Context: an optimization exercise on an open-source flow, tuned for small area, a short achievable clock period and few clock cycles per item. The choices shown serve that exercise and are no tape-out recipe. No run shown here included a check of the RTL's function; only the layout flow was run.

==> flow/design.v <==
module Binary_to_BCD
  #(parameter INPUT_WIDTH = 28,
    parameter DECIMAL_DIGITS = 8)
  (
   input                         clk,
   input                         rst,
   input [INPUT_WIDTH-1:0]       i_Binary,
   input                         i_Start,
   output [DECIMAL_DIGITS*4-1:0] o_BCD,
   output                        o_DV
   );
  function [3:0] add3(input [3:0] d);
    reg c;
    begin
      c = d[3] | (d[2] & (d[1] | d[0]));
      add3 = {c, c ? d[3] & d[0] : d[2], c ? (d[3] ? ~d[0] : d[1] & d[0]) : d[1], d[0] ^ c};
    end
  endfunction
  reg r_DV;
  wire [3:0] c3_0;
  assign c3_0 = add3({1'b0, i_Binary[27], i_Binary[26], i_Binary[25]});
  wire [3:0] c4_0;
  assign c4_0 = add3({c3_0[2], c3_0[1], c3_0[0], i_Binary[24]});
  wire [3:0] c5_0;
  assign c5_0 = add3({c4_0[2], c4_0[1], c4_0[0], i_Binary[23]});
  wire [3:0] c6_0;
  assign c6_0 = add3({c5_0[2], c5_0[1], c5_0[0], i_Binary[22]});
  wire [3:0] c6_1;
  assign c6_1 = add3({1'b0, c3_0[3], c4_0[3], c5_0[3]});
  wire [3:0] c7_0;
  assign c7_0 = add3({c6_0[2], c6_0[1], c6_0[0], i_Binary[21]});
  wire [3:0] c7_1;
  assign c7_1 = add3({c6_1[2], c6_1[1], c6_1[0], c6_0[3]});
  wire [3:0] c8_0;
  assign c8_0 = add3({c7_0[2], c7_0[1], c7_0[0], i_Binary[20]});
  wire [3:0] c8_1;
  assign c8_1 = add3({c7_1[2], c7_1[1], c7_1[0], c7_0[3]});
  wire [3:0] c9_0;
  assign c9_0 = add3({c8_0[2], c8_0[1], c8_0[0], i_Binary[19]});
  wire [3:0] c9_1;
  assign c9_1 = add3({c8_1[2], c8_1[1], c8_1[0], c8_0[3]});
  wire [3:0] c9_2;
  assign c9_2 = add3({1'b0, c6_1[3], c7_1[3], c8_1[3]});
  wire [3:0] c10_0;
  assign c10_0 = add3({c9_0[2], c9_0[1], c9_0[0], i_Binary[18]});
  wire [3:0] c10_1;
  assign c10_1 = add3({c9_1[2], c9_1[1], c9_1[0], c9_0[3]});
  wire [3:0] c10_2;
  assign c10_2 = add3({c9_2[2], c9_2[1], c9_2[0], c9_1[3]});
  wire [3:0] c11_0;
  assign c11_0 = add3({c10_0[2], c10_0[1], c10_0[0], i_Binary[17]});
  wire [3:0] c11_1;
  assign c11_1 = add3({c10_1[2], c10_1[1], c10_1[0], c10_0[3]});
  wire [3:0] c11_2;
  assign c11_2 = add3({c10_2[2], c10_2[1], c10_2[0], c10_1[3]});
  wire [3:0] c12_0;
  assign c12_0 = add3({c11_0[2], c11_0[1], c11_0[0], i_Binary[16]});
  wire [3:0] c12_1;
  assign c12_1 = add3({c11_1[2], c11_1[1], c11_1[0], c11_0[3]});
  wire [3:0] c12_2;
  assign c12_2 = add3({c11_2[2], c11_2[1], c11_2[0], c11_1[3]});
  wire [3:0] c13_0;
  assign c13_0 = add3({c12_0[2], c12_0[1], c12_0[0], i_Binary[15]});
  wire [3:0] c13_1;
  assign c13_1 = add3({c12_1[2], c12_1[1], c12_1[0], c12_0[3]});
  wire [3:0] c13_2;
  assign c13_2 = add3({c12_2[2], c12_2[1], c12_2[0], c12_1[3]});
  wire [3:0] c13_3;
  assign c13_3 = add3({c9_2[3], c10_2[3], c11_2[3], c12_2[3]});
  wire [3:0] c14_0;
  assign c14_0 = add3({c13_0[2], c13_0[1], c13_0[0], i_Binary[14]});
  wire [3:0] c14_1;
  assign c14_1 = add3({c13_1[2], c13_1[1], c13_1[0], c13_0[3]});
  wire [3:0] c14_2;
  assign c14_2 = add3({c13_2[2], c13_2[1], c13_2[0], c13_1[3]});
  wire [3:0] c14_3;
  assign c14_3 = add3({c13_3[2], c13_3[1], c13_3[0], c13_2[3]});
  wire [3:0] c15_0;
  assign c15_0 = add3({c14_0[2], c14_0[1], c14_0[0], i_Binary[13]});
  wire [3:0] c15_1;
  assign c15_1 = add3({c14_1[2], c14_1[1], c14_1[0], c14_0[3]});
  wire [3:0] c15_2;
  assign c15_2 = add3({c14_2[2], c14_2[1], c14_2[0], c14_1[3]});
  wire [3:0] c15_3;
  assign c15_3 = add3({c14_3[2], c14_3[1], c14_3[0], c14_2[3]});
  reg [18:0] r_BCD;
  wire [18:0] w_BCD = {c13_3[3], c14_3[3], c15_3[3], c15_3[2], c15_3[1], c15_3[0], c15_2[3], c15_2[2], c15_2[1], c15_2[0], c15_1[3], c15_1[2], c15_1[1], c15_1[0], c15_0[3], c15_0[2], c15_0[1], c15_0[0], i_Binary[12]};
  reg [11:0] r_Bin;
  always @(posedge clk) begin
    r_BCD <= w_BCD;
    r_Bin <= i_Binary[11:0];
    r_DV  <= i_Start & ~rst;
  end
  wire [3:0] c16_0;
  assign c16_0 = add3({r_BCD[3], r_BCD[2], r_BCD[1], r_BCD[0]});
  wire [3:0] c16_1;
  assign c16_1 = add3({r_BCD[7], r_BCD[6], r_BCD[5], r_BCD[4]});
  wire [3:0] c16_2;
  assign c16_2 = add3({r_BCD[11], r_BCD[10], r_BCD[9], r_BCD[8]});
  wire [3:0] c16_3;
  assign c16_3 = add3({r_BCD[15], r_BCD[14], r_BCD[13], r_BCD[12]});
  wire [3:0] c16_4;
  assign c16_4 = add3({1'b0, r_BCD[18], r_BCD[17], r_BCD[16]});
  wire [3:0] c17_0;
  assign c17_0 = add3({c16_0[2], c16_0[1], c16_0[0], r_Bin[11]});
  wire [3:0] c17_1;
  assign c17_1 = add3({c16_1[2], c16_1[1], c16_1[0], c16_0[3]});
  wire [3:0] c17_2;
  assign c17_2 = add3({c16_2[2], c16_2[1], c16_2[0], c16_1[3]});
  wire [3:0] c17_3;
  assign c17_3 = add3({c16_3[2], c16_3[1], c16_3[0], c16_2[3]});
  wire [3:0] c17_4;
  assign c17_4 = add3({c16_4[2], c16_4[1], c16_4[0], c16_3[3]});
  wire [3:0] c18_0;
  assign c18_0 = add3({c17_0[2], c17_0[1], c17_0[0], r_Bin[10]});
  wire [3:0] c18_1;
  assign c18_1 = add3({c17_1[2], c17_1[1], c17_1[0], c17_0[3]});
  wire [3:0] c18_2;
  assign c18_2 = add3({c17_2[2], c17_2[1], c17_2[0], c17_1[3]});
  wire [3:0] c18_3;
  assign c18_3 = add3({c17_3[2], c17_3[1], c17_3[0], c17_2[3]});
  wire [3:0] c18_4;
  assign c18_4 = add3({c17_4[2], c17_4[1], c17_4[0], c17_3[3]});
  wire [3:0] c19_0;
  assign c19_0 = add3({c18_0[2], c18_0[1], c18_0[0], r_Bin[9]});
  wire [3:0] c19_1;
  assign c19_1 = add3({c18_1[2], c18_1[1], c18_1[0], c18_0[3]});
  wire [3:0] c19_2;
  assign c19_2 = add3({c18_2[2], c18_2[1], c18_2[0], c18_1[3]});
  wire [3:0] c19_3;
  assign c19_3 = add3({c18_3[2], c18_3[1], c18_3[0], c18_2[3]});
  wire [3:0] c19_4;
  assign c19_4 = add3({c18_4[2], c18_4[1], c18_4[0], c18_3[3]});
  wire [3:0] c19_5;
  assign c19_5 = add3({1'b0, c16_4[3], c17_4[3], c18_4[3]});
  wire [3:0] c20_0;
  assign c20_0 = add3({c19_0[2], c19_0[1], c19_0[0], r_Bin[8]});
  wire [3:0] c20_1;
  assign c20_1 = add3({c19_1[2], c19_1[1], c19_1[0], c19_0[3]});
  wire [3:0] c20_2;
  assign c20_2 = add3({c19_2[2], c19_2[1], c19_2[0], c19_1[3]});
  wire [3:0] c20_3;
  assign c20_3 = add3({c19_3[2], c19_3[1], c19_3[0], c19_2[3]});
  wire [3:0] c20_4;
  assign c20_4 = add3({c19_4[2], c19_4[1], c19_4[0], c19_3[3]});
  wire [3:0] c20_5;
  assign c20_5 = add3({c19_5[2], c19_5[1], c19_5[0], c19_4[3]});
  wire [3:0] c21_0;
  assign c21_0 = add3({c20_0[2], c20_0[1], c20_0[0], r_Bin[7]});
  wire [3:0] c21_1;
  assign c21_1 = add3({c20_1[2], c20_1[1], c20_1[0], c20_0[3]});
  wire [3:0] c21_2;
  assign c21_2 = add3({c20_2[2], c20_2[1], c20_2[0], c20_1[3]});
  wire [3:0] c21_3;
  assign c21_3 = add3({c20_3[2], c20_3[1], c20_3[0], c20_2[3]});
  wire [3:0] c21_4;
  assign c21_4 = add3({c20_4[2], c20_4[1], c20_4[0], c20_3[3]});
  wire [3:0] c21_5;
  assign c21_5 = add3({c20_5[2], c20_5[1], c20_5[0], c20_4[3]});
  wire [3:0] c22_0;
  assign c22_0 = add3({c21_0[2], c21_0[1], c21_0[0], r_Bin[6]});
  wire [3:0] c22_1;
  assign c22_1 = add3({c21_1[2], c21_1[1], c21_1[0], c21_0[3]});
  wire [3:0] c22_2;
  assign c22_2 = add3({c21_2[2], c21_2[1], c21_2[0], c21_1[3]});
  wire [3:0] c22_3;
  assign c22_3 = add3({c21_3[2], c21_3[1], c21_3[0], c21_2[3]});
  wire [3:0] c22_4;
  assign c22_4 = add3({c21_4[2], c21_4[1], c21_4[0], c21_3[3]});
  wire [3:0] c22_5;
  assign c22_5 = add3({c21_5[2], c21_5[1], c21_5[0], c21_4[3]});
  wire [3:0] c23_0;
  assign c23_0 = add3({c22_0[2], c22_0[1], c22_0[0], r_Bin[5]});
  wire [3:0] c23_1;
  assign c23_1 = add3({c22_1[2], c22_1[1], c22_1[0], c22_0[3]});
  wire [3:0] c23_2;
  assign c23_2 = add3({c22_2[2], c22_2[1], c22_2[0], c22_1[3]});
  wire [3:0] c23_3;
  assign c23_3 = add3({c22_3[2], c22_3[1], c22_3[0], c22_2[3]});
  wire [3:0] c23_4;
  assign c23_4 = add3({c22_4[2], c22_4[1], c22_4[0], c22_3[3]});
  wire [3:0] c23_5;
  assign c23_5 = add3({c22_5[2], c22_5[1], c22_5[0], c22_4[3]});
  wire [3:0] c23_6;
  assign c23_6 = add3({c19_5[3], c20_5[3], c21_5[3], c22_5[3]});
  wire [3:0] c24_0;
  assign c24_0 = add3({c23_0[2], c23_0[1], c23_0[0], r_Bin[4]});
  wire [3:0] c24_1;
  assign c24_1 = add3({c23_1[2], c23_1[1], c23_1[0], c23_0[3]});
  wire [3:0] c24_2;
  assign c24_2 = add3({c23_2[2], c23_2[1], c23_2[0], c23_1[3]});
  wire [3:0] c24_3;
  assign c24_3 = add3({c23_3[2], c23_3[1], c23_3[0], c23_2[3]});
  wire [3:0] c24_4;
  assign c24_4 = add3({c23_4[2], c23_4[1], c23_4[0], c23_3[3]});
  wire [3:0] c24_5;
  assign c24_5 = add3({c23_5[2], c23_5[1], c23_5[0], c23_4[3]});
  wire [3:0] c24_6;
  assign c24_6 = add3({c23_6[2], c23_6[1], c23_6[0], c23_5[3]});
  wire [3:0] c25_0;
  assign c25_0 = add3({c24_0[2], c24_0[1], c24_0[0], r_Bin[3]});
  wire [3:0] c25_1;
  assign c25_1 = add3({c24_1[2], c24_1[1], c24_1[0], c24_0[3]});
  wire [3:0] c25_2;
  assign c25_2 = add3({c24_2[2], c24_2[1], c24_2[0], c24_1[3]});
  wire [3:0] c25_3;
  assign c25_3 = add3({c24_3[2], c24_3[1], c24_3[0], c24_2[3]});
  wire [3:0] c25_4;
  assign c25_4 = add3({c24_4[2], c24_4[1], c24_4[0], c24_3[3]});
  wire [3:0] c25_5;
  assign c25_5 = add3({c24_5[2], c24_5[1], c24_5[0], c24_4[3]});
  wire [3:0] c25_6;
  assign c25_6 = add3({c24_6[2], c24_6[1], c24_6[0], c24_5[3]});
  wire [3:0] c26_0;
  assign c26_0 = add3({c25_0[2], c25_0[1], c25_0[0], r_Bin[2]});
  wire [3:0] c26_1;
  assign c26_1 = add3({c25_1[2], c25_1[1], c25_1[0], c25_0[3]});
  wire [3:0] c26_2;
  assign c26_2 = add3({c25_2[2], c25_2[1], c25_2[0], c25_1[3]});
  wire [3:0] c26_3;
  assign c26_3 = add3({c25_3[2], c25_3[1], c25_3[0], c25_2[3]});
  wire [3:0] c26_4;
  assign c26_4 = add3({c25_4[2], c25_4[1], c25_4[0], c25_3[3]});
  wire [3:0] c26_5;
  assign c26_5 = add3({c25_5[2], c25_5[1], c25_5[0], c25_4[3]});
  wire [3:0] c26_6;
  assign c26_6 = add3({c25_6[2], c25_6[1], c25_6[0], c25_5[3]});
  wire [3:0] c26_7;
  assign c26_7 = add3({1'b0, c23_6[3], c24_6[3], c25_6[3]});
  wire [3:0] c27_0;
  assign c27_0 = add3({c26_0[2], c26_0[1], c26_0[0], r_Bin[1]});
  wire [3:0] c27_1;
  assign c27_1 = add3({c26_1[2], c26_1[1], c26_1[0], c26_0[3]});
  wire [3:0] c27_2;
  assign c27_2 = add3({c26_2[2], c26_2[1], c26_2[0], c26_1[3]});
  wire [3:0] c27_3;
  assign c27_3 = add3({c26_3[2], c26_3[1], c26_3[0], c26_2[3]});
  wire [3:0] c27_4;
  assign c27_4 = add3({c26_4[2], c26_4[1], c26_4[0], c26_3[3]});
  wire [3:0] c27_5;
  assign c27_5 = add3({c26_5[2], c26_5[1], c26_5[0], c26_4[3]});
  wire [3:0] c27_6;
  assign c27_6 = add3({c26_6[2], c26_6[1], c26_6[0], c26_5[3]});
  wire [3:0] c27_7;
  assign c27_7 = add3({c26_7[2], c26_7[1], c26_7[0], c26_6[3]});
  assign o_BCD = {c27_7[2], c27_7[1], c27_7[0], c27_6[3], c27_6[2], c27_6[1], c27_6[0], c27_5[3], c27_5[2], c27_5[1], c27_5[0], c27_4[3], c27_4[2], c27_4[1], c27_4[0], c27_3[3], c27_3[2], c27_3[1], c27_3[0], c27_2[3], c27_2[2], c27_2[1], c27_2[0], c27_1[3], c27_1[2], c27_1[1], c27_1[0], c27_0[3], c27_0[2], c27_0[1], c27_0[0], r_Bin[0]};
  assign o_DV  = r_DV;
endmodule
==> flow/run.sh <==
#!/bin/bash
# synth_recipe.tcl (not shown) runs the flow's synth.tcl, then flattens the netlist and writes it again
# the make line also repeats each setting of config.mk as NAME=value (left out here)
make -C /OpenROAD-flow-scripts/flow DESIGN_CONFIG=/design/flow/config.mk WORK_HOME=/design/flow/orfs CLKGATE_MAP_FILE= SYNTH_SCRIPT=/design/flow/synth_recipe.tcl finish
==> flow/config.mk <==
export PLATFORM = sky130hd
export DESIGN_NAME = Binary_to_BCD
export DESIGN_NICKNAME = Binary_to_BCD
export VERILOG_FILES = /design/flow/design.v
export SDC_FILE = /design/flow/constraint.sdc
export NUM_CORES = 4
export LEC_CHECK = 0
export ABC_AREA = 1
export CAP_MARGIN = 20
export CORE_MARGIN = 2
export CORE_UTILIZATION = 40
export PLACE_DENSITY = 0.6
export SLEW_MARGIN = 20
==> flow/constraint.sdc <==
create_clock -name core_clock -period 5.0 [get_ports {clk}]
set_input_delay 1.0000 -clock core_clock [delete_from_list [all_inputs] [get_ports {clk}]]
set_output_delay 1.0000 -clock core_clock [all_outputs]
set_load 0.01 [all_outputs]
==> key figures, run 1 <==
Timing
  – Final hold violation count: 0
  – Final setup viols: 43
  – Relative slew margins: between 50 and 60%
  – Summed negative setup slack over all endpoints: -33100 ps
  – Setup slack of the critical path after layout: -1150 ps
  – Tightest Pin Transition: 621 ps
  – Peak Freq: roughly 160 MHz
  – Number of max-slew violations in the final report: 0
  – Setup repair after global routing missed its margin: true
  – Final period util: 123%
  – Minimum period implied by the final worst setup slack: ~6200 ps

Worst setup path
  – Data required, critical path: ~4000 ps
  – Maximum cell stage delay along the critical path: approximately 360 ps
  – Max FO, Critical Path: 5
  – CP Class: reg2out
  – Cell seen most often among critical-path stages: nand2_2
  – Critical-path cell with the highest stage delay: dfxtp_4
  – Crit path max-delay family: simple AND/OR/NAND/NOR gates
  – Critical Path Sink Type: primary output
  – Nature of the critical path startpoint: flop
  – WP buf/inv: 10
  – Crit path arrival time: 5150 ps
  – Number of stages on the worst setup path: 47

CTS
  – CTS max path bufs: 2
  – Cts bufs inserted: 5
  – Clk sinks: 32
  – H-tree levels: 2
  – Buffer cell driving the clock tree root: clkbuf_16
  – Post-CTS Hold Buffers: 0
  – Clock tree from TritonCTS: built
  – CTS clock-pin slew for the worst setup and hold paths: ~60 ps

Drt
  – DRC violations left: 0
  – Remaining number of nets flagged by the antenna check after routing: 0
  – Via density per instance: 4.88
  – Average wire per standard cell: 12.3 µm
  – Detailed Route Iter0 Violations: about 330
  – Number of detailed-routing iterations run before antenna repair: 4
  – Vias: around 11000
  – Post-detailed-routing wire length: about 28000 µm

Placement
  – Area of placed instances: ~0.011 mm²
  – Port Buf Inserts: between 60 and 70
  – Post-DP HPWL: ~15000 µm
  – Post-Place Setup Slack: -1080 ps
  – Last weighted congestion value of the routability-driven placer: 0.807
  – Placed cell count: between 2000 and 2500

GRT
  – Maximum number of pins on one net before global-route repair: 12
  – Total routing resource utilization after global routing: a little under a fifth
  – Number of global-route vias before repair: a little over 9000
  – GRT Residual Overflow: 0
  – Antenna violations before repair: 0
  – First-pass GRT wire length: ~36000 µm

Floorplanning
  – Starting utilization of the core area: between 40% and 50%
  – Die outline area: about 0.021 mm²
  – Core area: roughly 0.02 mm²
  – Boundary pin count: 64
  – Placement Rows: 52
  – Die extent in y: roughly 150 µm
  – Die width: about 150 µm

Yosys
  – Flops & latches, synth: 32
  – Seq/Total Area, Yosys: about 7.9%
  – Cells after Synth: roughly 1500
  – Count of synthesis-stage warnings from yosys: 1
  – Mean cell area of the mapped netlist: ~5.4 µm²
  – Share of synthesized flip-flops with an asynchronous set or reset: 0%
  – Post-Syn Area: roughly 0.0081 mm²
  – Number of enable-type register cells in the synthesized netlist: 0
  – Library cells used by synthesis: 39
  – Most used flip-flop cell after synthesis: dfxtp_1
  – Post-Syn Nets: between 1500 and 2000

Cells and area
  – Layout-stage area growth over the synthesis result: 97.9%
  – Final cell count without fillers: 2266
  – Number of antenna repair diodes: 0
  – Number of filler instances in the final layout: around 1200
  – Post-route cell area: between 0.015 and 0.02 mm²
  – Ratio of cells with drive above 1 in the final layout: 73.8%
  – Multi-input logic area: approximately 0.0096 mm²
  – Sequential cell area: 658 µm²
  – Nets: 2026

Status
  – Layout Check Fails: negative setup slack
  – Outcome: complete, but fails checks

Worst hold path
  – Worst Hold Path Cells: 1
  – Min-delay worst type: in2reg

Run
  – Maxcap violations: 0
sequential cells by signal, indices dropped and copies added, names as in the netlist:
| register | flops |
|---|---|
| r_DV | 1 |
| r_BCD | 19 |
| r_Bin | 12 |
placed cells by master, fill, tap and decap left out, drive strengths merged, types with 4 or more instances in the layout:
cell type,netlist,routed
nand3,147,147
nor2,53,53
clkbuf,0,5
buf,1,454
clkinv,8,8
a21oi,43,43
inv,273,274
o211ai,4,4
nand2,751,751
o22ai,4,4
o21bai,7,7
dfxtp,32,32
a21boi,51,51
o21a,11,11
o21ai,111,111
clkdlybuf4s50,0,27
metal layers:
metal | share of wire, % | up-vias | track usage [%]
li1 | - | 5709 | -
met1 | 40 | 5151 | 22.6
met2 | 57 | 138 | 35.3
met3 | 1.4 | 65 | 1.09
met4 | 2.2 | 0 | 3.16
met5 | 0 | - | 0
metrics by stage:
step / utilization, % / hold slack [ps]
5_1_grt: 79.9 / 1160
4_1_cts: 63.9 / 1150
3_5_place_dp: 56.4 / 1450
6_report: 79.9 / 1150
3_3_place_gp: 56.4 / 1450
2_1_floorplan: - / 1030
repair_timing:
item | 4_1_cts | 5_1_grt
setup endpoints to repair | 48 | 48
pin swaps | 170 | 368
buffers inserted | 72 | 94
resized for setup | 421 | 696
area by class of cell:
type	count	area share, %
repair buffers	482	24.6
multi-input cells	1193	59.6
inverters	281	8.55
clock buffers	5	0.779
well taps	270	2.10
flip-flops and latches	32	4.10
clock inverters	3	0.265
cells by family after synthesis:
| family | synth area share [%] |
|---|---|
| compound gates | 22.0 |
| flops | 7.89 |
| buf+inv | 13.8 |
| simple gates | 56.0 |
| xor+xnor | 0.324 |
path summary, 6_finish.rpt:
check	slack (ps)	end	startpoint
hold / removal	1150	r_Bin[5]	i_Binary[5]
setup / recovery	-1150	o_BCD[21]	r_BCD[8]
cell usage after synthesis (all sizes together), types with 4 or more instances:
| cell | instances | share of area (%) |
|---|---|---|
| o22ai | 4 | 0.31 |
| inv | 273 | 13 |
| nor2 | 53 | 2.8 |
| nand2 | 751 | 43 |
| dfxtp | 32 | 7.9 |
| clkinv | 8 | 0.66 |
| o21ai | 111 | 8.1 |
| o21a | 11 | 1.1 |
| a21oi | 43 | 4.0 |
| a21boi | 51 | 7.0 |
| nand3 | 147 | 9.4 |
| o21bai | 7 | 0.69 |
| o211ai | 4 | 0.37 |
==> run 2, diff against run 1 <==
--- a/flow/design.v
+++ b/flow/design.v
@@ -84,24 +84,16 @@
   wire [3:0] c15_3;
   assign c15_3 = add3({c14_3[2], c14_3[1], c14_3[0], c14_2[3]});
-  reg [18:0] r_BCD;
-  wire [18:0] w_BCD = {c13_3[3], c14_3[3], c15_3[3], c15_3[2], c15_3[1], c15_3[0], c15_2[3], c15_2[2], c15_2[1], c15_2[0], c15_1[3], c15_1[2], c15_1[1], c15_1[0], c15_0[3], c15_0[2], c15_0[1], c15_0[0], i_Binary[12]};
-  reg [11:0] r_Bin;
-  always @(posedge clk) begin
-    r_BCD <= w_BCD;
-    r_Bin <= i_Binary[11:0];
-    r_DV  <= i_Start & ~rst;
-  end
   wire [3:0] c16_0;
-  assign c16_0 = add3({r_BCD[3], r_BCD[2], r_BCD[1], r_BCD[0]});
+  assign c16_0 = add3({c15_0[2], c15_0[1], c15_0[0], i_Binary[12]});
   wire [3:0] c16_1;
-  assign c16_1 = add3({r_BCD[7], r_BCD[6], r_BCD[5], r_BCD[4]});
+  assign c16_1 = add3({c15_1[2], c15_1[1], c15_1[0], c15_0[3]});
   wire [3:0] c16_2;
-  assign c16_2 = add3({r_BCD[11], r_BCD[10], r_BCD[9], r_BCD[8]});
+  assign c16_2 = add3({c15_2[2], c15_2[1], c15_2[0], c15_1[3]});
   wire [3:0] c16_3;
-  assign c16_3 = add3({r_BCD[15], r_BCD[14], r_BCD[13], r_BCD[12]});
+  assign c16_3 = add3({c15_3[2], c15_3[1], c15_3[0], c15_2[3]});
   wire [3:0] c16_4;
-  assign c16_4 = add3({1'b0, r_BCD[18], r_BCD[17], r_BCD[16]});
+  assign c16_4 = add3({1'b0, c13_3[3], c14_3[3], c15_3[3]});
   wire [3:0] c17_0;
-  assign c17_0 = add3({c16_0[2], c16_0[1], c16_0[0], r_Bin[11]});
+  assign c17_0 = add3({c16_0[2], c16_0[1], c16_0[0], i_Binary[11]});
   wire [3:0] c17_1;
   assign c17_1 = add3({c16_1[2], c16_1[1], c16_1[0], c16_0[3]});
@@ -112,14 +104,22 @@
   wire [3:0] c17_4;
   assign c17_4 = add3({c16_4[2], c16_4[1], c16_4[0], c16_3[3]});
+  reg [21:0] r_BCD;
+  wire [21:0] w_BCD = {c16_4[3], c17_4[3], c17_4[2], c17_4[1], c17_4[0], c17_3[3], c17_3[2], c17_3[1], c17_3[0], c17_2[3], c17_2[2], c17_2[1], c17_2[0], c17_1[3], c17_1[2], c17_1[1], c17_1[0], c17_0[3], c17_0[2], c17_0[1], c17_0[0], i_Binary[10]};
+  reg [9:0] r_Bin;
+  always @(posedge clk) begin
+    r_BCD <= w_BCD;
+    r_Bin <= i_Binary[9:0];
+    r_DV  <= i_Start & ~rst;
+  end
   wire [3:0] c18_0;
-  assign c18_0 = add3({c17_0[2], c17_0[1], c17_0[0], r_Bin[10]});
+  assign c18_0 = add3({r_BCD[3], r_BCD[2], r_BCD[1], r_BCD[0]});
   wire [3:0] c18_1;
-  assign c18_1 = add3({c17_1[2], c17_1[1], c17_1[0], c17_0[3]});
+  assign c18_1 = add3({r_BCD[7], r_BCD[6], r_BCD[5], r_BCD[4]});
   wire [3:0] c18_2;
-  assign c18_2 = add3({c17_2[2], c17_2[1], c17_2[0], c17_1[3]});
+  assign c18_2 = add3({r_BCD[11], r_BCD[10], r_BCD[9], r_BCD[8]});
   wire [3:0] c18_3;
-  assign c18_3 = add3({c17_3[2], c17_3[1], c17_3[0], c17_2[3]});
+  assign c18_3 = add3({r_BCD[15], r_BCD[14], r_BCD[13], r_BCD[12]});
   wire [3:0] c18_4;
-  assign c18_4 = add3({c17_4[2], c17_4[1], c17_4[0], c17_3[3]});
+  assign c18_4 = add3({r_BCD[19], r_BCD[18], r_BCD[17], r_BCD[16]});
   wire [3:0] c19_0;
   assign c19_0 = add3({c18_0[2], c18_0[1], c18_0[0], r_Bin[9]});
@@ -133,5 +133,5 @@
   assign c19_4 = add3({c18_4[2], c18_4[1], c18_4[0], c18_3[3]});
   wire [3:0] c19_5;
-  assign c19_5 = add3({1'b0, c16_4[3], c17_4[3], c18_4[3]});
+  assign c19_5 = add3({1'b0, r_BCD[21], r_BCD[20], c18_4[3]});
   wire [3:0] c20_0;
   assign c20_0 = add3({c19_0[2], c19_0[1], c19_0[0], r_Bin[8]});
==> key figures, run 2 <==
Yosys
  – Post-Syn Nets: 1326 (-14%)
  – Cell taking the most area after synthesis: nand2_1
  – Count of synthesis-stage warnings from yosys: 1 (unchanged)
  – Library cells used by synthesis: 36 (-7.7%)
  – Flops & latches, synth: 33 (+3.1%)
  – Cells after Synth: 1295 (-14%)
  – Share of synthesized flip-flops with an asynchronous set or reset: 0% (unchanged)
  – Most used flip-flop cell after synthesis: dfxtp_1
  – Post-Syn Area: 0.00659 mm² (-19%)
  – Library cell with the highest instance count after synthesis: nand2_1
  – Seq/Total Area, Yosys: 10.0% (+2.1 points)
  – Number of enable-type register cells in the synthesized netlist: 0 (unchanged)
  – Most common library cells after synthesis: nand2_1, inv_1, a21oi_1, o21ai_0, nand3_1
  – Mean cell area of the mapped netlist: 5.08 µm² (-5.6%)
  – Largest cells by area after synthesis: nand2_1, inv_1, dfxtp_1
  – Area share of the largest cell type after synthesis: 28.2% (+2.9 points)

GRT
  – GRT Residual Overflow: 0 (unchanged)
  – Antenna violations before repair: 0 (unchanged)
  – Total routing resource utilization after global routing: 22.1% (+3.8 points)
  – Maximum number of pins on one net before global-route repair: 11 (-1)
  – Number of global-route vias before repair: 9105 (-2.5%)
  – First-pass GRT wire length: 34900 µm (-2.8%)

CTS
  – Buffer cell driving the clock tree root: clkbuf_16
  – Clk sinks: 33 (+3.1%)
  – CTS max path bufs: 2 (unchanged)
  – CTS clock-pin slew for the worst setup and hold paths: 60 ps (about the same)
  – Cts bufs inserted: 5 (unchanged)
  – Post-CTS Hold Buffers: 0 (unchanged)
  – Clock tree from TritonCTS: built
  – H-tree levels: 2 (unchanged)

Worst setup path
  – Nature of the critical path startpoint: primary input
  – Critical-path cell with the highest stage delay: o211ai_1
  – CP Class: in2reg
  – Critical Path Sink Type: flop
  – Maximum cell stage delay along the critical path: 250 ps (-110 ps)
  – Data required, critical path: 5180 ps (+1180 ps)
  – Crit path arrival time: 6650 ps (+1500 ps)
  – Max FO, Critical Path: 5 (unchanged)
  – Cell seen most often among critical-path stages: nand2_2

Placement
  – Post-DP HPWL: 13400 µm (-10%)
  – Last weighted congestion value of the routability-driven placer: 0.807 (about the same)
  – Post-Place Setup Slack: -1590 ps (-513 ps)
  – Port Buf Inserts: 63 (unchanged)

Timing
  – Final hold violation count: 0 (unchanged)
  – Relative slew margins: 70.9% (+13 points)
  – Setup repair after global routing missed its margin: true
  – Setup slack of the critical path after layout: -1470 ps (-321 ps)
  – Final period util: 129% (+6.4 points)
  – Tightest Pin Transition: 433 ps (-189 ps)
  – Summed negative setup slack over all endpoints: -65230 ps (-32130 ps)
  – Peak Freq: 154 MHz (-5.0%)
  – Number of max-slew violations in the final report: 0 (unchanged)
  – Minimum period implied by the final worst setup slack: 6470 ps (+321 ps)
  – Final setup viols: 52 (+21%)

Cells and area
  – Register containing the most flip-flops in the final layout: r_BCD
  – Number of antenna repair diodes: 0 (unchanged)
  – Multi-input logic area: 0.00766 mm² (-20%)
  – Number of filler instances in the final layout: 733 (-39%)
  – Registers with the most flip-flops: r_BCD x22, r_Bin x10, r_DV x1
  – Ratio of cells with drive above 1 in the final layout: 62.9% (-11 points)
  – Largest register FFs: 22 (+3)
  – Nets: 1883 (-7.1%)
  – Layout-stage area growth over the synthesis result: 117%
  – Most common cell after layout, fill and taps aside: buf_4
  – Most frequent cells in the layout: buf_4, nand2_1, nand2_2
  – Layout Utilization: 89.5% (+9.6 points)
  – Sequential cell area: 669 µm² (+1.7%)

Run
  – Maxcap violations: 0 (unchanged)

Floorplanning
  – Die outline area: 0.0175 mm² (-18%)
  – Starting utilization of the core area: 41.2% (+0.78 points)
  – Die width: 132 µm (-9.7%)
  – Die extent in y: 132 µm (-9.7%)
  – Placement Rows: 46 (-12%)
  – Boundary pin count: 64 (unchanged)
  – Core area: 0.0160 mm² (-20%)

Drt
  – Vias: 10600 (-4.5%)
  – Average wire per standard cell: 14.2 µm (+16%)
  – Detailed Route Iter0 Violations: 429 (+30%)
  – Post-detailed-routing wire length: 29400 µm (+5.9%)
  – Via density per instance: 5.11 (+4.6%)
  – Number of detailed-routing iterations run before antenna repair: 6 (+2)
  – DRC violations left: 0 (unchanged)
  – Remaining number of nets flagged by the antenna check after routing: 0 (unchanged)

Worst hold path
  – Min-delay worst type: in2reg
  – Worst Hold Path Cells: 1 (unchanged)

Status
  – Layout Check Fails: negative setup slack
  – Outcome: complete, but fails checks
-- run 2: cell count changes after synthesis, moves of 10 or more --
cell / before / now
a21boi_1: 21 / 6
a21boi_4: 10 / 0
a21oi_1: 28 / 89
inv_1: 136 / 201
inv_2: 122 / 38
inv_4: 15 / 2
nand2_1: 548 / 495
nand2_2: 164 / 40
nand2_4: 39 / 4
nand3_1: 141 / 84
o21ai_0: 47 / 89
o21ai_2: 24 / 5
xor2_1: 3 / 66
-- run 2: stage by stage --
step	instance area, µm²	cells	hold WS (ps)
4_1_cts	12500	2020	1160
6_report	14300	2069	1160
5_1_grt	14300	2069	1160
3_3_place_gp	10700	1921	1450
3_5_place_dp	10700	1921	1450
2_1_floorplan	7170	1295	1030
-- run 2: area by class of cell --
class / count / share of cell area (%)
Clock buffer: 7 / 0.996
Clock inverter: 1 / 0.210
Inverter: 242 / 7.32
Multi-Input combinational cell: 1019 / 53.5
Sequential cell: 33 / 4.68
Tap cell: 216 / 1.89
Timing Repair Buffer: 551 / 31.4
-- run 2: path summary, 6_finish.rpt --
kind / from / endpoint / slack, ps
min: i_Binary[0] / r_Bin[0] / 1160
max: i_Binary[27] / r_BCD[13] / -1470
-- run 2: cell families (layout without fill, tap and decap cells) --
family	count (synthesis)	in the layout	share of synthesized area (%)
AO/OA/AOI/OAI	272	272	24.1
XOR/XNOR	66	66	8.78
buffers and inverters	243	801	14.0
flip-flops	33	33	10.0
AND/OR/NAND/NOR	681	681	43.1
-- run 2: what timing repair did --
action                     in CTS  in global routing
setup endpoints to repair      52                 52
buffers inserted               94                 63
pin swaps                     212                271
resized for setup             424                389
-- run 2: metal layers --
metal	routed length (µm)	up-vias	global-route usage [%]
li1	-	5157	-
met1	10600	4954	23.3
met2	16600	302	47.0
met3	848	151	1.23
met4	1470	0	4.72
met5	0	-	0
-- run 2: critical path: cells and delay by family --
kind / cells / cell delay [ps]
AOI/OAI and AO/OA: 4 / 810
buffers and inverters: 8 / 870
and+or+nand+nor: 46 / 3960

==> port drivers added, routing unchanged <==
The results above use ideal ports. As a check the final layouts listed here were re-extracted and re-timed, cells and wires unchanged.
Step 1 (the two cells are an assumption about what drives the block):
set clk [get_ports {clk}]
set_driving_cell -lib_cell sky130_fd_sc_hd__clkbuf_16 $clk
set_driving_cell -lib_cell sky130_fd_sc_hd__buf_2 [delete_from_list [all_inputs] $clk]
Step 2 moves the port delays by t, midway between the first and last clock arrival at a register: inputs arrive t later, outputs are due t later. That takes back most of the time a late clock gives input paths.
a / b / c = ideal ports / drivers / drivers and shift; a / b = the first two.
run	t, ns	setup WS [ns]	latest minus earliest clock arrival (ns)	worst data-port slew with drivers (ns)	pins driven straight from the clock port
run 1	0.319	-1.153 / -1.189 / -0.870	0.009 / 0.008	0.06	1
run 2	0.320	-1.474 / -1.492 / -1.812	0.009 / 0.010	0.06	1
For run 2, which loses most, drivers alone change the setup slack by -0.018 ns; drivers and shift together by -0.338 ns.
